Context: an optimization exercise on an open-source flow, tuned for small area. The choices shown serve that exercise and are no tape-out recipe. In this exercise RTL edits were held to simulation tests only and were not proved equivalent to the original. No activity file was given, so power comes from the tool's default toggle rates.

Design rapcore, start of the top module:
module rapcore (
    input  wire SCK,
    input  wire CS,
    input  wire COPI,
    output wire CIPO,
    output wire CHARGEPUMP,
    input  wire [0:0] analog_cmp1,
    output wire [0:0] analog_out1,
    input  wire [0:0] analog_cmp2,
    output wire [0:0] analog_out2,
    output wire [0:0] PHASE_A1,
    output wire [0:0] PHASE_A2,
    output wire [0:0] PHASE_B1,
    output wire [0:0] PHASE_B2,
    output wire [0:0] PHASE_A1_H,
    output wire [0:0] PHASE_A2_H,
    output wire [0:0] PHASE_B1_H,
    output wire [0:0] PHASE_B2_H,
    input  wire [0:0] ENC_B,
    input  wire [0:0] ENC_A,
    output wire BUFFER_DTR,
    output wire MOVE_DONE,
    input  wire HALT,
    input  wire [0:0] STEPINPUT,
    input  wire [0:0] DIRINPUT,
    input  wire [0:0] ENINPUT,
    output wire [0:0] STEPOUTPUT,
    output wire [0:0] ENOUTPUT,
    output wire [0:0] DIROUTPUT,
    input  resetn_in,
    input  CLK
);
For scale: roughly 3000 cells after synthesis, about 30 I/O pins, about 36000 um^2 of cells after synthesis.
Settings: LEC_CHECK=0, ABC_AREA=1, CAP_MARGIN=0, CORE_MARGIN=2, CORE_UTILIZATION=65, SLEW_MARGIN=0; clock period 10.0 ns.
standard.sh (not shown) runs the stock make flow with config.mk's settings and CLKGATE_MAP_FILE= SYNTH_SCRIPT=/design/flow/synth_recipe.tcl, a recipe that flattens the netlist after the stock synthesis.
==> flow/flow/run.sh <==
#!/bin/bash
# Layout flow: the standard synthesis; its combinational logic re-mapped by
# ABC for area (registers, adder cells and tie cells untouched); then the
# standard layout steps, with clock tree synthesis run without dummy loads.
set -euo pipefail
export BUFFER_PORTS_ARGS="-buffer_cell sky130_fd_sc_hd__buf_1"
export CTS_ARGS="-sink_clustering_enable -repair_clock_nets -dont_use_dummy_load -sink_clustering_size 16 -sink_clustering_max_diameter 70 -buf_list sky130_fd_sc_hd__clkbuf_8"
bash standard.sh synth > synth.log 2>&1
R=orfs/results/sky130hd/rapcore/base
cp $R/1_2_yosys.v remap_in.v
export ABC_CONSTR=$PWD/orfs/objects/sky130hd/rapcore/base/abc.constr
yosys -c flow/remap.tcl > remap.log 2>&1
cp remap_out.v $R/1_2_yosys.v
bash standard.sh > layout.log 2>&1
Other scripts of this flow, unchanged in this note and not shown: flow/flow/remap.tcl
Change:
--- a/flow/design.v
+++ b/flow/design.v
@@ -122,30 +122,28 @@
       ({32{s_vel}}  & enc_vel) |
       ({32{s_ph}}   & {22'b0, phase_angle});
   wire c_rd   = idx_hi0 & (il[7:2] == 6'd0) & ~(il[1] & il[0]);
   wire [31:0] cfg_val =
       ({32{~il[1] & ~il[0]}} & cfg_en) |
       ({32{~il[1] &  il[0]}} & cfg_brake) |
       ({32{ il[1] & ~il[0]}} & cfg_div);
-  wire rd_st  = word_pulse & st_idle & hdr_st;
-  wire rd_cf  = word_pulse & st_idle & hdr_cf & c_rd;
-  wire ld_mv1 = word_pulse & st_mv1;
-  wire ld_mv2 = word_pulse & st_mv2;
+  wire rd_st  = st_idle & hdr_st;
+  wire rd_cf  = st_idle & hdr_cf & c_rd;
   wire [31:0] send_d =
-      ({32{~word_pulse}} & send) |
       ({32{rd_st}}  & status_val) |
       ({32{rd_cf}}  & cfg_val) |
-      ({32{ld_mv1}} & tel_pos) |
-      ({32{ld_mv2}} & tel_vel);
-  wire send_ext_d = (~word_pulse & send_ext) |
-                    (rd_st & ((s_pos & enc_count[31]) | (s_vel & enc_vel[31]))) |
-                    (ld_mv1 & tel_pos[31]) | (ld_mv2 & tel_vel[31]);
+      ({32{st_mv1}} & tel_pos) |
+      ({32{st_mv2}} & tel_vel);
+  wire send_ext_d = (rd_st & ((s_pos & enc_count[31]) | (s_vel & enc_vel[31]))) |
+                    (st_mv1 & tel_pos[31]) | (st_mv2 & tel_vel[31]);
   always @(posedge CLK) begin
-    send     <= send_d;
-    send_ext <= send_ext_d;
+    if (word_pulse) begin
+      send     <= send_d;
+      send_ext <= send_ext_d;
+    end
     if (!rstn) begin
       st         <= ST_IDLE;
       send_valid <= 1'b0;
       wmi        <= 1'b0;
       stepready  <= 2'b0;
       mdir       <= 2'b0;
     end else if (word_pulse) begin
@@ -203,29 +201,29 @@
   end
   reg        move_done, finishedmove;
   reg  [1:0] stepfinished;
   reg  [31:0] tdc;
   wire processing = moveind ? (stepfinished[1] ^ stepready[1]) : (stepfinished[0] ^ stepready[0]);
   wire loading    =  finishedmove & processing;
   wire executing  = ~finishedmove & processing;
-  wire dda_step   = tick_rise & executing;     
-  wire dda_dec    = tick_rise_q & executing;   
   wire [32:0] tz;    
-  assign tz[0] = dda_dec;
+  assign tz[0] = 1'b1;
   genvar h, g;
   generate
     for (h = 0; h < 32; h = h + 1) begin : g_tdc
       assign tz[h+1] = tz[h] & ~tdc[h];
     end
   endgenerate
-  wire tdc_zero   = ~|tdc;
+  wire tdc_zero   = tz[32];
   wire finish     = tdc_zero & executing;
+  wire dda_step   = tick_rise & executing;     
+  wire dda_dec    = tick_rise_q & executing;   
   always @(posedge CLK) begin
-    if (loading) tdc <= moveind ? dur1 : dur0;
-    else         tdc <= tdc ^ tz[31:0];
+    if (loading)      tdc <= moveind ? dur1 : dur0;
+    else if (dda_dec) tdc <= tdc ^ tz[31:0];
     if (!rstn) begin
       move_done    <= 1'b0;
       finishedmove <= 1'b1;
       stepfinished <= 2'b0;
       moveind      <= 1'b0;
     end else begin
       if (loading) finishedmove <= 1'b0;
Outcome: Power is higher slightly. Utilization is lower by 0.50 points. Maximum frequency is lower slightly. Via count is lower slightly. Final cell count stays flat. Worst setup slack got worse by 0.062 ns. Count of clock-buffer cells in the layout stays the same. Worst hold slack hardly moves. Sequential share of layout area is higher by 1.1 points. Die area is higher slightly. Synthesized cell count hardly moves. Cell area is higher slightly. Global-route usage is lower by 1.6 points. Register-to-register slack got worse by 0.06 ns.

port drivers added, routing unchanged:
The results above use ideal ports. As a check the final layouts listed here were re-extracted and re-timed, cells and wires unchanged. Step 1: set_driving_cell puts a clkbuf_16 on CLK and a buf_2 on each other input, an assumption about the parent block. Step 2 also shifts input and output timing later by t, the mid clock arrival at the registers, as if the neighbouring blocks saw the same clock. Three values: no drivers, after step 1, after step 2; two values: the first two.
run | t (ns) | setup WS [ns] | worst data-port slew with drivers (ns) | cell pins on the clock port's net
the first run | 0.760 | 0.970 / 0.970 / 0.970 | 0.04 | 1
the second run | 0.756 | 0.908 / 0.908 / 0.908 | 0.03 | 1
After both steps every run listed still meets setup and hold.
